This design comes from an exercise in tuning for small area, a short achievable clock period and few clock cycles on the open sky130 flow, not from production work.
RTL that was checked went through simulation tests only; none was proved equivalent to the original.
For runs 2 and 3, only the layout was checked, not whether the RTL still works.
Power figures rest on the tool's default switching activity, not on a simulated workload.

==> design/flow/design.v <==
module matrix_mult
    (   input Clock,
        input reset,  
        input Enable,     
        input [71:0] A,
        input [71:0] B,
        output reg [71:0] C,
        output reg done      
    );
reg signed [7:0] matA [2:0][2:0];
reg signed [7:0] matB [2:0][2:0];
reg signed [7:0] matC [2:0][2:0];
integer i,j,k;   
reg first_cycle;     
reg end_of_mult;     
reg signed [15:0] temp;  
always @(posedge Clock or posedge reset)
begin
    if(reset == 1) begin     
        i = 0;
        j = 0;
        k = 0;
        temp = 0;
        first_cycle = 1;
        end_of_mult = 0;
        done = 0;
        for(i=0;i<=2;i=i+1) begin
            for(j=0;j<=2;j=j+1) begin
                matA[i][j] = 8'd0;
                matB[i][j] = 8'd0;
                matC[i][j] = 8'd0;
            end
        end
    end
    else begin   
        if(Enable == 1)      
            if(first_cycle == 1) begin      
                for(i=0;i<=2;i=i+1) begin
                    for(j=0;j<=2;j=j+1) begin
                        matA[i][j] = A[(i*3+j)*8+:8];
                        matB[i][j] = B[(i*3+j)*8+:8];
                        matC[i][j] = 8'd0;
                    end
                end
                first_cycle = 0;
                end_of_mult = 0;
                temp = 0;
                i = 0;
                j = 0;
                k = 0;
            end
            else if(end_of_mult == 0) begin      
                temp = matA[i][k]*matB[k][j];
                matC[i][j] = matC[i][j] + temp[7:0];     
                if(k == 2) begin
                    k = 0;
                    if(j == 2) begin
                        j = 0;
                        if (i == 2) begin
                            i = 0;
                            end_of_mult = 1;
                        end
                        else
                            i = i + 1;
                    end
                    else
                        j = j+1;
                end
                else
                    k = k+1;
            end
            else if(end_of_mult == 1) begin      
                for(i=0;i<=2;i=i+1) begin    
                    for(j=0;j<=2;j=j+1) begin     
                        C[(i*3+j)*8+:8] = matC[i][j];
                    end
                end
                done = 1;    
            end
    end
end
endmodule
module top(
    input clk,              
    input rst,              
    input cyc,              
    input stb,              
    input we,               
	input [3:0] wb_sel,     
    input [31:0] adr,       
    input [31:0] dat_mosi,  
    output reg [31:0] dat_miso,  
    output reg ack,             
    output reg err              
);
parameter A_OFFSET = 0;     
parameter B_OFFSET = 9;     
parameter C_OFFSET = 18;    
parameter MAT_SIZE = 9;     
parameter INT_WIDTH = 8;  
reg [71:0] A, B;
reg Enable;
reg reset_matrix;
wire [71:0] C;
wire done;
matrix_mult mm_inst(
    .Clock(clk),
    .reset(reset_matrix),
    .Enable(Enable),
    .A(A),
    .B(B),
    .C(C),
    .done(done)
);
always @(posedge clk or posedge rst) begin
    if (rst) begin
        dat_miso <= 32'b0;
        ack <= 0;
        err <= 0;
        reset_matrix <= 1;
        Enable <= 0;
        A <= 72'b0;
        B <= 72'b0;
    end else if (cyc && stb) begin
        ack <= 0;
        err <= 0;
        reset_matrix <= 0;
        if (we && wb_sel[0]) begin
            reset_matrix <= 1;
            if (adr < A_OFFSET+MAT_SIZE) begin
                A[((adr-A_OFFSET)*INT_WIDTH)+:INT_WIDTH] <= dat_mosi[7:0];
                ack <= 1;
            end else if (adr >=B_OFFSET && adr < B_OFFSET+MAT_SIZE) begin
                B[((adr-B_OFFSET)*INT_WIDTH)+:INT_WIDTH] <= dat_mosi[7:0];
                ack <= 1;
            end else begin
                err <= 1;
            end
        end else if (!we) begin
            if (adr >= C_OFFSET && adr < C_OFFSET+MAT_SIZE) begin
                Enable <= 1;
                if (done) begin
                    dat_miso[7:0] <= C[(adr-C_OFFSET)*INT_WIDTH+:INT_WIDTH];
                    ack <= 1;
                    Enable <= 0;
                end
            end else begin
                err <= 1;
            end
        end
    end else begin
        ack <= 0;
        err <= 0;
    end
end
endmodule
==> design/flow/run.sh <==
#!/bin/bash
# synth_recipe.tcl (not shown) runs the flow's synth.tcl, then flattens the netlist and writes it again
# the make line also repeats each setting of config.mk as NAME=value (left out here)
make -C /OpenROAD-flow-scripts/flow DESIGN_CONFIG=/design/flow/config.mk WORK_HOME=/design/flow/orfs CLKGATE_MAP_FILE= SYNTH_SCRIPT=/design/flow/synth_recipe.tcl finish
==> design/flow/config.mk <==
export PLATFORM = sky130hd
export DESIGN_NAME = top
export DESIGN_NICKNAME = top
export VERILOG_FILES = /design/flow/design.v
export SDC_FILE = /design/flow/constraint.sdc
export NUM_CORES = 4
export LEC_CHECK = 0
export CAP_MARGIN = 20
export CORE_MARGIN = 2
export CORE_UTILIZATION = 40
export SLEW_MARGIN = 20
==> design/flow/constraint.sdc <==
create_clock -name core_clock -period 10.0 [get_ports {clk}]
set_input_delay 2.0000 -clock core_clock [delete_from_list [all_inputs] [get_ports {clk}]]
set_output_delay 2.0000 -clock core_clock [all_outputs]
set_load 0.01 [all_outputs]
==> flow_summary_export.csv, run 1 <==
group,metric,value,unit
final_layout,num-nets-final,2466,
power_and_ir_drop,ir_drop,0.0001147,V
detailed_routing,drt_iter0_drc,1505,
cts,cts_hold_buf,0,
detailed_routing,vias,18177,
timing,period_minus_slack,8.935,ns
synthesis,synth_area,27250,um^2
detailed_routing,drc_errors,0,
cts,cts_buffers,56,
synthesis,synth_fa_ha_area_share,3.682,%
synthesis,ys_warn_count,5,
synthesis,synth_cells,2288,
synthesis,synth-main-ff-cell,"dfrtp_1",
floorplan,ios,107,
critical_path,endpoint_kind,"flip-flop",
critical_path,slowest_stage,"fa_1",
grt,antenna_found_initial,0,
critical_path,r2r-end,"mm_inst.matC[4][7]$_DFFE_PP0P_",
detailed_routing,drtPass1Iterations,5,
job,drv_cap,0,
detailed_routing,drt-vias-per-instance,5.605,
synthesis,synth_edf_count,72,
cts,cts_tree,"done",
timing,final-setup-viol-count,0,
floorplan,design.core.area,67280,um^2
timing,maxSlewViolCount,0,
floorplan,initial_core_util,40.51,%
synthesis,synth_xor_area_share,4.940,%
place,placed_area,28660,um^2
synthesis,yosysSeqAreaShare,51.21,%
detailed_routing,wl,65210,um
synthesis,synth_simple_gate_area_share,12.02,%
grt,grt_use_total,18.62,%
synthesis,synth-seq-cells,543,
critical_path,r2r_start,"mm_inst.k[0]$_DFFE_PP0P_",
cts,clock_path_buffers,3,
grt,grt_pass1_wl,104500,um
final_layout,drive_gt1_share,22.83,%
worst_hold_path,min_path_type,"flip-flop to asynchronous set/reset pin",
power_and_ir_drop,power_leakage,14.03,nW
timing,rsz0062_at_grt,"no",
cts,clk_latency,0.61,ns
cts,cts_sinks,543,
timing,fin_skew,0.01803,ns
cts,root_buffer,"clkbuf_16",
final_layout,area_growth,11.90,%
timing,finalHoldViolCount,0,
detailed_routing,detail-route-antenna-nets,0,
place,gp_congestion,0.8905,
floorplan,dieHeight,265.0,um
final_layout,insertedDiodeCount,0,
cts,postCtsSetupRepairBufs,0,
critical_path,r2r_slack,1.06,ns
critical_path,max_stage_delay,0.55,ns
detailed_routing,routedWlPerCell,20.11,um
floorplan,rows,95,
synthesis,synth_compound_area_share,7.300,%
grt,grt_pass1_vias,18576,
grt,grt_max_degree,147,
timing,finalCritPeriodShare,89.35,%
timing,fmax,111.9,MHz
critical_path,critical_path_class,"flip-flop to flip-flop",
final_layout,final_common_cell,"dfrtp_1",
critical_path,cp.required,10.48,ns
critical_path,ff2ff_path_depth,27,
synthesis,synth.distinct_cells,85,
synthesis,syn_avg_cell_area,11.91,um^2
place,dp_hpwl,42900,um
cts,ctsResizeCount,0,
final_layout,design_area,30500,um^2
critical_path,startpoint_type,"flip-flop",
cts,clkTransAtPathRegs,0.06,ns
final_layout,fillers,6118,
final_layout,final_cell_mix,"465 x dfrtp_1, 358 x mux2_2, 163 x nor2_1",
floorplan,dieArea,70240,um^2
critical_path,critPathMostFrequentCell,"fa_1",
timing,max_slew_margin,23.51,%
timing,final.setup.tns,0,ns
outcome,status,"no timing/DRC/antenna violations",
place,portBuffers,55,
synthesis,synthMuxAreaShare,17.84,%
floorplan,fp.dieW,265.0,um
cts,h-tree-depth,2,
timing,max_slew.worst_pin.slew,1.144,ns
synthesis,synthArstFlopShare,86.74,%
critical_path,path_max_fanout,10,
synthesis,synth_top_family_by_area,"multiplexers",
critical_path,arrival,9.42,ns
grt,grt-ovfl-total,0,
power_and_ir_drop,power_density,146.6,nW/um^2
## registers in the layout (all words and copies together), names as in the netlist, 32 cells and up
register,cells
mm_inst.matA,72
mm_inst.i,32
A,72
B,72
mm_inst.matB,72
mm_inst.j,32
mm_inst.k,32
mm_inst.C,72
mm_inst.matC,72
## through the flow
step	std cells	setup WS, ns	utilization (%)	hold WS (ns)	power (mW)
global route	3243	0.5240	45.33	0.4814	4.635
floorplan	2311	0.9486	-	0.4351	2.392
finish	3243	1.065	45.33	0.3684	4.470
CTS	3243	1.049	45.32	0.4633	4.529
global placement	3141	1.191	42.60	0.4459	2.458
detailed placement	3141	1.072	42.60	0.4492	2.460
## routing by layer
layer  global-route usage [%]  part of all wire (%)
met5                        0                     0
met4                    5.436                   2.4
met3                    2.509                   4.4
met2                    30.31                    48
met1                    26.08                    45
## power breakdown
part	switching [mW]	total [mW]	internal (mW)
logic	0.139	0.181	0.0422
registers	0.00114	2.23	2.23
clock network	0.853	2.05	1.20
## critical path: cells and delay by family, from the launching register on
kind / cells / cell delay [ns]
xor gates and xnor gates: 9 / 2.53
DFF: 1 / 0.49
buffers and inverters: 4 / 0.41
and+or+nand+nor: 1 / 0.37
AOI/OAI and AO/OA: 3 / 0.80
adders and majority gates: 10 / 4.19
## area by class of cell
cell class	count	area, um^2	share of cell area [%]
clock buffers	80	1582	5.186
multi-input cells	1581	12590	41.29
inverters	58	230.2	0.7549
clock inverters	22	247.7	0.8123
repair buffers	86	798.3	2.618
flip-flops and latches	543	13960	45.76
well taps	873	1092	3.582
## cells in the mapped netlist, types with 12 or more instances
cell	n	share of area (%)
dfrtp_1	465	43
mux2_2	358	15
nor2_1	164	2.3
nand2_1	154	2.1
clkbuf_1	85	1.2
edfxtp_1	72	7.9
o21ai_0	72	1.3
nand3_1	66	1.2
xor2_1	66	2.1
xnor2_1	65	2.1
inv_1	58	0.80
a21oi_1	56	1.0
nor3_1	48	0.88
ha_1	45	2.1
nor4_1	32	0.73
and3_1	29	0.67
nand4_1	29	0.67
mux4_2	28	2.3
buf_4	25	0.69
or3_1	23	0.53
fa_1	22	1.6
nor2b_1	22	0.50
a31oi_1	21	0.48
mux2i_1	20	0.73
o31ai_1	18	0.50
nand2b_1	16	0.37
o221ai_1	14	0.45
and2_1	13	0.30
buf_1	13	0.18
nand3b_1	12	0.33
## logic make-up (layout without fill, tap and decap cells)
logic type               count (synthesis)  in the layout
AO/OA/AOI/OAI                          290            290
XOR/XNOR                               140            140
buffers and inverters                  187            246
adder cells (fa/ha/maj)                 67             67
AND/OR/NAND/NOR                        654            654
flip-flops                             543            543
multiplexers                           406            406
other                                    1             24
## worst max-delay path by stage
stage / from / to / slack (ns) / cells after the start
final: mm_inst.k[0]$_DFFE_PP0P_ / mm_inst.matC[4][7]$_DFFE_PP0P_ / 1.06 / 27
after global routing: mm_inst.k[0]$_DFFE_PP0P_ / mm_inst.matC[2][7]$_DFFE_PP0P_ / 0.52 / 27
after CTS: mm_inst.k[0]$_DFFE_PP0P_ / mm_inst.matC[1][7]$_DFFE_PP0P_ / 1.05 / 27
after detailed placement: mm_inst.k[0]$_DFFE_PP0P_ / mm_inst.matC[1][7]$_DFFE_PP0P_ / 1.07 / 27
after global placement: mm_inst.k[0]$_DFFE_PP0P_ / mm_inst.matC[5][7]$_DFFE_PP0P_ / 1.19 / 27
after floorplan: reset_matrix$_DFFE_PP1P_ / mm_inst.done$_DFFE_PP0P_ / 0.95 / 1
Testbench counts, summed over its fixed seeds: cycles 18,240.
==> run 2, diff against run 1 <==
==> design/flow/design.v (replaced) <==
module matrix_mult (
    input  [71:0] A,
    input  [71:0] B,
    input  [2:0]  row,    
    input  [2:0]  col,    
    output [7:0]  c
);
    wire [7:0] a0 = ({8{row[0]}} & A[0*8+:8]) | ({8{row[1]}} & A[3*8+:8]) | ({8{row[2]}} & A[6*8+:8]);
    wire [7:0] a1 = ({8{row[0]}} & A[1*8+:8]) | ({8{row[1]}} & A[4*8+:8]) | ({8{row[2]}} & A[7*8+:8]);
    wire [7:0] a2 = ({8{row[0]}} & A[2*8+:8]) | ({8{row[1]}} & A[5*8+:8]) | ({8{row[2]}} & A[8*8+:8]);
    wire [7:0] b0 = ({8{col[0]}} & B[0*8+:8]) | ({8{col[1]}} & B[1*8+:8]) | ({8{col[2]}} & B[2*8+:8]);
    wire [7:0] b1 = ({8{col[0]}} & B[3*8+:8]) | ({8{col[1]}} & B[4*8+:8]) | ({8{col[2]}} & B[5*8+:8]);
    wire [7:0] b2 = ({8{col[0]}} & B[6*8+:8]) | ({8{col[1]}} & B[7*8+:8]) | ({8{col[2]}} & B[8*8+:8]);
    assign c = a0 * b0 + a1 * b1 + a2 * b2;
endmodule
module top(
    input clk,              
    input rst,              
    input cyc,              
    input stb,              
    input we,               
    input [3:0] wb_sel,     
    input [31:0] adr,       
    input [31:0] dat_mosi,  
    output [31:0] dat_miso,  
    output reg ack,             
    output reg err              
);
reg [71:0] A, B;
reg [7:0] rdata;
reg [2:0] nxt_row, nxt_col;
assign dat_miso = {24'b0, rdata};
wire req      = cyc & stb;
wire adr_hi0  = ~|adr[31:5];
wire [4:0] a5 = adr[4:0];
wire in_ab    = adr_hi0 & (a5 < 5'd18);
wire in_c     = adr_hi0 & (a5 >= 5'd18) & (a5 < 5'd27);
wire wr       = req & we & wb_sel[0];
wire rd       = req & ~we;
reg [2:0] r_row, r_col;
always @(*) begin
    case (a5)
        5'd18: begin r_row = 3'b001; r_col = 3'b001; end
        5'd19: begin r_row = 3'b001; r_col = 3'b010; end
        5'd20: begin r_row = 3'b001; r_col = 3'b100; end
        5'd21: begin r_row = 3'b010; r_col = 3'b001; end
        5'd22: begin r_row = 3'b010; r_col = 3'b010; end
        5'd23: begin r_row = 3'b010; r_col = 3'b100; end
        5'd24: begin r_row = 3'b100; r_col = 3'b001; end
        5'd25: begin r_row = 3'b100; r_col = 3'b010; end
        default: begin r_row = 3'b100; r_col = 3'b100; end
    endcase
end
wire hit = (r_row == nxt_row) & (r_col == nxt_col);
wire [7:0] c;
matrix_mult mm_inst(.A(A), .B(B), .row(nxt_row), .col(nxt_col), .c(c));
always @(posedge clk or posedge rst) begin
    if (rst) begin
        ack <= 1'b0;
        err <= 1'b0;
        nxt_row <= 3'b001;
        nxt_col <= 3'b001;
    end else begin
        ack <= (wr & in_ab) | (rd & in_c & hit);
        err <= (wr & ~in_ab) | (rd & ~in_c);
        if (wr) begin
            nxt_row <= 3'b001;
            nxt_col <= 3'b001;
        end else if (rd & in_c) begin
            if (hit) begin
                nxt_col <= {r_col[1:0], r_col[2]};
                nxt_row <= r_col[2] ? {r_row[1:0], r_row[2]} : r_row;
            end else begin
                nxt_row <= r_row;
                nxt_col <= r_col;
            end
        end
    end
end
always @(posedge clk)
    rdata <= c;
wire [7:0] wdata = rst ? 8'b0 : dat_mosi[7:0];
integer e;
always @(posedge clk) begin
    for (e = 0; e < 9; e = e + 1) begin
        if (rst | (wr & in_ab & (a5 == e)))     A[e*8+:8] <= wdata;
        if (rst | (wr & in_ab & (a5 == e + 9))) B[e*8+:8] <= wdata;
    end
end
endmodule
==> flow_summary_export.csv, run 2 <==
group,metric,value,unit
floorplan,fp.dieW,155.9,um
critical_path,startpoint,"nxt_col[1]$_DFFE_PP0P_",
timing,rsz0062_at_grt,"no",
timing,max_slew_margin,30.36,%
floorplan,ios,107,
power_and_ir_drop,ir_drop,0.0002388,V
worst_hold_path,min_path_type,"flip-flop to flip-flop",
cts,clock_path_buffers,2,
cts,cts_tree,"done",
floorplan,design.core.area,22640,um^2
timing,fmax,139.8,MHz
timing,period_minus_slack,7.153,ns
cts,cts_sinks,160,
synthesis,synth_top_area_cell,"edfxtp_1",
place,dp_slack,2.747,ns
final_layout,insertedDiodeCount,0,
critical_path,r2r_start,"nxt_col[1]$_DFFE_PP0P_",
grt,grt_pass1_vias,5833,
grt,grt_max_degree,29,
synthesis,synth_edf_count,144,
place,dp_hpwl,14590,um
timing,maxSlewViolCount,0,
job,drv_cap,0,
synthesis,synth-main-ff-cell,"edfxtp_1",
detailed_routing,routedWlPerCell,18.40,um
final_layout,final_common_cell,"edfxtp_1",
critical_path,r2r-end,"rdata[7]$_DFF_P_",
timing,final.setup.tns,0,ns
detailed_routing,drt-vias-per-instance,5.164,
synthesis,synth.distinct_cells,41,
synthesis,yosysMostFrequentCell,"edfxtp_1",
final_layout,num-nets-final,1000,
outcome,status,"no timing/DRC/antenna violations",
critical_path,path_max_fanout,15,
detailed_routing,drt_iter0_drc,512,
floorplan,dieHeight,155.9,um
synthesis,synth_cells,733,
floorplan,initial_core_util,40.79,%
cts,cts_hold_buf,0,
synthesis,ys_warn_count,1,
cts,clkTransAtPathRegs,0.08,ns
place,gp_congestion,0.7897,
grt,grt-ovfl-total,0,
cts,ctsResizeCount,0,
critical_path,crit_end,"rdata[7]$_DFF_P_",
cts,root_buffer,"clkbuf_16",
cts,cts_buffers,17,
timing,whs,0.7801,ns
power_and_ir_drop,power_leakage,4.322,nW
final_layout,drive_gt1_share,12.36,%
final_layout,area_growth,16.88,%
floorplan,rows,55,
timing,max_slew.worst_pin.slew,1.045,ns
detailed_routing,vias,5773,
grt,antenna_found_initial,0,
timing,finalCritPeriodShare,71.53,%
synthesis,yosys.area.top_type_share,46.82,%
timing,final-setup-viol-count,0,
detailed_routing,drtPass1Iterations,7,
grt,grt_use_total,17.60,%
detailed_routing,wl,20570,um
timing,setup_ws,2.847,ns
critical_path,startpoint_type,"flip-flop",
synthesis,synthArstFlopShare,5.000,%
timing,fin_skew,0.01918,ns
synthesis,synth-seq-cells,160,
final_layout,top_regs,"A: 72 flops, B: 72 flops, rdata: 8 flops",
detailed_routing,drc_errors,0,
critical_path,endpoint_kind,"flip-flop",
final_layout,final_cell_mix,"144 x edfxtp_1, 85 x inv_1, 78 x nor2_1",
detailed_routing,detail-route-antenna-nets,0,
critical_path,critical_path_class,"flip-flop to flip-flop",
power_and_ir_drop,power_density,270.4,nW/um^2
cts,clk_latency,0.44,ns
place,portBuffers,55,
cts,postCtsSetupRepairBufs,0,
power_and_ir_drop,finalPower,2.919,mW
synthesis,synth_area_leaders,"edfxtp_1 47%, fa_1 11%, ha_1 7.5%",
cts,h-tree-depth,4,
timing,finalHoldViolCount,0,
critical_path,arrival,7.51,ns
critical_path,cp.required,10.36,ns
critical_path,r2r_slack,2.85,ns
grt,grt_pass1_wl,32060,um
synthesis,synth_area,9235,um^2
critical_path,ff2ff_path_depth,20,
synthesis,yosysSeqAreaShare,50.75,%
synthesis,synth_common_cells,"144 x edfxtp_1, 85 x inv_1, 78 x nor2_1",
floorplan,dieArea,24320,um^2
synthesis,syn_avg_cell_area,12.60,um^2
final_layout,fillers,2045,
==> run 2: changes by cell type after synthesis, sizes merged, moves of 60 or more <==
cell    change
xor2       -60
nor2       -85
dfrtp     -459
clkbuf     -74
nand3      -60
edfxtp     +72
nand2     -125
mux2      -358
==> run 2: kinds of logic after synthesis <==
family | synth area share, %
AND/OR/NAND/NOR | 9.227
flip-flops | 50.75
other | 0.04061
multiplexers | 1.301
XOR/XNOR | 5.460
buffers and inverters | 6.964
adder cells (fa/ha/maj) | 18.72
AO/OA/AOI/OAI | 7.533
==> run 2: worst min-delay path by stage <==
stage | from | to | slack [ns] | cells past startpoint
3_5_place_dp | nxt_row[2]$_DFFE_PP0P_ | nxt_row[2]$_DFFE_PP0P_ | 0.76 | 2
4_1_cts | nxt_row[2]$_DFFE_PP0P_ | nxt_row[2]$_DFFE_PP0P_ | 0.78 | 2
3_3_place_gp | nxt_row[2]$_DFFE_PP0P_ | nxt_row[2]$_DFFE_PP0P_ | 0.76 | 2
2_1_floorplan | A[32]$_DFFE_PP_ | rdata[0]$_DFF_P_ | 0.77 | 4
5_1_grt | nxt_row[2]$_DFFE_PP0P_ | nxt_row[2]$_DFFE_PP0P_ | 0.81 | 2
6_report | nxt_row[2]$_DFFE_PP0P_ | nxt_row[2]$_DFFE_PP0P_ | 0.78 | 2
==> run 2: power by group <==
part	total (mW)	switching, mW	leakage, nW	internal (mW)
logic	1.44	0.734	2.47	0.710
clock network	0.638	0.302	0.290	0.336
registers	0.837	0.0183	1.56	0.819
total	2.92	1.05	4.32	1.86
==> run 2: area by class of cell <==
type | instances | area (um^2) | share of cell area, %
Clock inverter | 15 | 168.9 | 1.565
Multi-Input combinational cell | 461 | 3994 | 37.00
Sequential cell | 160 | 4687 | 43.42
Timing Repair Buffer | 95 | 843.3 | 7.813
Inverter | 85 | 319.1 | 2.956
Tap cell | 285 | 356.6 | 3.304
Clock buffer | 17 | 425.4 | 3.941
==> run 2: through the flow <==
| stage | cell area [um^2] | utilization [%] | instances |
|---|---|---|---|
| final | 10790 | 47.68 | 1118 |
| after global routing | 10790 | 47.68 | 1118 |
| after detailed placement | 10180 | 44.95 | 1082 |
| after global placement | 10170 | 44.94 | 1082 |
| after floorplan | 9321 | - | 756 |
| after CTS | 10770 | 47.58 | 1114 |
==> run 2: routing by layer <==
layer / wire length [um] / up-vias / track usage, %
met3: 1083 / 19 / 3.194
met4: 243 / 0 / 4.325
met1: 9383 / 2847 / 24.00
met2: 9859 / 187 / 29.33
met5: 0 / - / 0
li1: - / 2720 / -
==> run 2: critical path, cell delays in order, from the launching register on <==
cell and delay [ns]:
dfrtp_1 0.63, a222oi_1 1.00, nand2b_1 0.23, fa_1 0.44
fa_1 0.53, fa_1 0.55, inv_1 0.05, fa_1 0.49
fa_1 0.51, fa_1 0.50, inv_1 0.06, fa_1 0.47
inv_1 0.04, ha_1 0.31, a21o_1 0.18, a21oi_1 0.24
xnor2_1 0.21, xnor2_1 0.17, xnor2_1 0.15, xnor2_1 0.15
xnor2_1 0.16
==> run 3, diff against run 2 <==
--- a/design/flow/config.mk
+++ b/design/flow/config.mk
@@ -5,7 +5,9 @@
 export SDC_FILE = /design/flow/constraint.sdc
 export NUM_CORES = 4
 export LEC_CHECK = 0
+export ABC_CLOCK_PERIOD_IN_PS = 4000
 export CAP_MARGIN = 20
 export CORE_MARGIN = 2
 export CORE_UTILIZATION = 40
+export SETUP_SLACK_MARGIN = 4
 export SLEW_MARGIN = 20
==> flow_summary_export.csv, run 3 <==
group,metric,value,unit
critical_path,r2r-end,"rdata[7]$_DFF_P_",
timing,rsz0062_at_grt,"yes",
critical_path,path_max_fanout,7,
power_and_ir_drop,power_frac_clock,19.6,%
cts,cts_hold_buf,0,
worst_hold_path,holdPathStages,2,
power_and_ir_drop,internal-power,2.004,mW
synthesis,synth_area,9235,um^2
critical_path,startpoint_type,"flip-flop",
grt,grt_use_total,19.02,%
place,portBuffers,55,
timing,period_minus_slack,6.363,ns
synthesis,synth_area_leaders,"edfxtp_1 47%, fa_1 11%, ha_1 7.5%",
synthesis,yosysMostFrequentCell,"edfxtp_1",
synthesis,synth_top_area_cell,"edfxtp_1",
final_layout,register_area,4695,um^2
synthesis,synth.distinct_cells,41,
timing,maxSlewViolCount,0,
detailed_routing,drtPass1Iterations,7,
timing,final.setup.tns,0,ns
power_and_ir_drop,power_frac_seq,26.6,%
timing,final-setup-viol-count,0,
synthesis,ys_warn_count,1,
cts,clock_path_buffers,2,
grt,grt_max_degree,29,
final_layout,area_growth,22.29,%
synthesis,synthArstFlopShare,5.000,%
final_layout,top_regs,"A: 72 flops, B: 72 flops, rdata: 8 flops",
final_layout,final_common_cell,"edfxtp_1",
cts,clkTransAtPathRegs,0.07,ns
worst_hold_path,hp-start,"nxt_col[2]$_DFFE_PP0P_",
critical_path,slowest_stage,"dfstp_4",
timing,fmax,157.2,MHz
final_layout,insertedDiodeCount,0,
critical_path,max_stage_delay,0.71,ns
critical_path,arrival,6.70,ns
detailed_routing,vias,6004,
cts,clk_latency,0.43,ns
synthesis,yosys.area.top_type_share,46.82,%
outcome,status,"no timing/DRC/antenna violations",
power_and_ir_drop,power_density,278.4,nW/um^2
final_layout,drive_gt1_share,18.80,%
final_layout,final_cell_mix,"144 x edfxtp_1, 83 x inv_1, 80 x buf_4",
detailed_routing,detail-route-antenna-nets,0,
power_and_ir_drop,switchingPower,1.140,mW
power_and_ir_drop,finalPower,3.144,mW
critical_path,critPathTopFamily,"adder cells",
critical_path,worstPathCellList,"a222oi_1 > buf_4 > buf_4 > or2_2 > fa_1 > fa_1 > fa_1 > inv_1 > fa_1 > fa_1 > fa_1 > inv_1 > fa_1 > inv_1 > ha_4 > a21oi_4 > xnor2_2 > xnor2_1 > xnor2_1 > xnor2_1 > xnor2_1",
floorplan,design.core.area,22640,um^2
synthesis,yosysSeqAreaShare,50.75,%
final_layout,utilization,49.88,%
synthesis,synth_cells,733,
detailed_routing,routedWlPerCell,18.50,um
final_layout,multiInputGateArea,4070,um^2
power_and_ir_drop,comb_power_share,53.8,%
synthesis,synth_edf_count,144,
critical_path,cp.required,10.34,ns
grt,grt-ovfl-total,0,
critical_path,r2r_slack,3.64,ns
floorplan,initial_core_util,40.79,%
grt,grt_pass1_vias,6271,
detailed_routing,wl,21610,um
timing,finalCritPeriodShare,63.63,%
floorplan,ios,107,
synthesis,syn_avg_cell_area,12.60,um^2
synthesis,synth-seq-cells,160,
cts,cts_tree,"done",
floorplan,dieHeight,155.9,um
synthesis,synth-main-ff-cell,"edfxtp_1",
critical_path,critPathMostFrequentCell,"fa_1",
detailed_routing,drt_iter0_drc,590,
detailed_routing,drt-vias-per-instance,5.140,
critical_path,endpoint_kind,"flip-flop",
final_layout,num-nets-final,1050,
cts,cts_sinks,160,
power_and_ir_drop,ir_drop,0.0004361,V
cts,cts_buffers,17,
floorplan,dieArea,24320,um^2
cts,h-tree-depth,4,
floorplan,rows,55,
place,dp_hpwl,14260,um
power_and_ir_drop,p_sw_share,36.25,%
critical_path,critical_path_class,"flip-flop to flip-flop",
grt,grt_pass1_wl,34420,um
timing,fin_skew,0.009299,ns
synthesis,synth_common_cells,"144 x edfxtp_1, 85 x inv_1, 78 x nor2_1",
worst_hold_path,min_path_type,"flip-flop to flip-flop",
grt,antenna_found_initial,0,
power_and_ir_drop,power_leakage,4.579,nW
floorplan,fp.dieW,155.9,um
detailed_routing,drc_errors,0,
job,drv_cap,0,
worst_hold_path,holdPathEnd,"nxt_col[2]$_DFFE_PP0P_",
critical_path,cp_num_buf_inv,5,
timing,finalHoldViolCount,0,
timing,max_slew_margin,37.55,%
place,gp_congestion,0.7638,
timing,max_slew.worst_pin.slew,0.9325,ns
critical_path,ff2ff_path_depth,21,
cts,root_buffer,"clkbuf_16",
critical_path,r2r_start,"nxt_col[0]$_DFFE_PP1P_",
final_layout,fillers,2004,
run 3: cell counts after synthesis:
Identical to the previous run, type by type.
run 3: how the worst max path moves through the flow:
stage / startpoint / endpoint / cells after the start
floorplan: nxt_row[0]$_DFFE_PP1P_ / rdata[7]$_DFF_P_ / 21
finish: nxt_col[0]$_DFFE_PP1P_ / rdata[7]$_DFF_P_ / 21
detailed placement: nxt_col[0]$_DFFE_PP1P_ / rdata[7]$_DFF_P_ / 19
CTS: nxt_row[0]$_DFFE_PP1P_ / rdata[7]$_DFF_P_ / 22
global route: nxt_row[0]$_DFFE_PP1P_ / rdata[7]$_DFF_P_ / 22
global placement: nxt_row[0]$_DFFE_PP1P_ / rdata[7]$_DFF_P_ / 22
run 3: cell families (layout without fill, tap and decap cells):
| kind of cell | count (synthesis) | count (layout) | share of synthesized area (%) |
|---|---|---|---|
| muxes | 12 | 12 | 1.301 |
| DFF | 160 | 160 | 50.75 |
| adders and majority gates | 107 | 107 | 18.72 |
| xor gates and xnor gates | 55 | 55 | 5.460 |
| and+or+nand+nor | 178 | 178 | 9.227 |
| other | 1 | 24 | 0.04061 |
| AOI/OAI and AO/OA | 85 | 85 | 7.533 |
| buffers and inverters | 135 | 262 | 6.964 |
run 3: power by group through the flow:
stage | clock, mW | sequential (mW) | combinational [mW]
floorplan | 0 | 0.855 | 1.19
global placement | 0 | 0.850 | 1.51
detailed placement | 0 | 0.852 | 1.54
CTS | 0.626 | 0.836 | 1.68
global route | 0.657 | 0.842 | 1.93
finish | 0.615 | 0.836 | 1.69
run 3: cell type report:
type                            instances  share of cell area [%]
Sequential cell                       160                   41.57
Multi-Input combinational cell        461                   36.04
Timing Repair Buffer                  145                   11.49
Clock buffer                           18                   3.800
Tap cell                              285                   3.158
Inverter                               85                   2.825
Clock inverter                         14                   1.119
run 3: what timing repair did:
item / in CTS / in global routing
hold endpoints to repair: 0 / 0
buffers inserted: 50 / 4
resized for setup: 27 / 6
pin swaps: 45 / 10
gates cloned: 0 / 0
setup endpoints to repair: 2 / 1
run 3: metal layers:
metal  vias to the layer above  part of all wire (%)  global-route usage [%]
li1                       2824                     -                       -
met1                      2953                    44                   25.27
met2                       206                    49                   31.94
met3                        21                   6.0                   3.778
met4                         0                   1.7                   5.242
met5                         -                     0                       0
run 3: worst min-delay path, delay by kind of cell (launching register included):
family,cells,cell delay (ns)
flops,1,0.45
simple gates,1,0.08
mux,1,0.06
run 3: per-stage QoR:
step	instance area (um^2)	cells	worst slack, ns	hold slack (ns)
3_5_place_dp	10200	1082	3.055	0.5819
5_1_grt	11290	1168	3.405	0.6772
4_1_cts	11230	1164	3.556	0.6048
6_report	11290	1168	3.637	0.6365
2_1_floorplan	9345	756	3.890	0.7724
3_3_place_gp	10200	1082	3.039	0.5690

==> re-timing with driven ports <==
How much do the figures lean on ideal ports? The routed layouts below were timed once more, with nothing changed but the port constraints.
Step 1, drivers: a clkbuf_16 drives clk and a buf_2 each remaining input, both assumed.
Step 2 also shifts input and output timing later by t, the mid clock arrival at the registers, as if the neighbouring blocks saw the same clock.
Slacks: ideal / step 1 / step 2; pairs: ideal / step 1.
run | shift t [ns] | setup slack, ns | worst slew at a driven data input, ns
run 1 | 0.663 | 1.065 / 1.065 / 1.065 | 0.05
run 2 | 0.470 | 2.847 / 2.847 / 2.847 | 0.04
run 3 | 0.466 | 3.637 / 3.637 / 3.637 | 0.04
After both steps setup and hold are still met in every run listed.
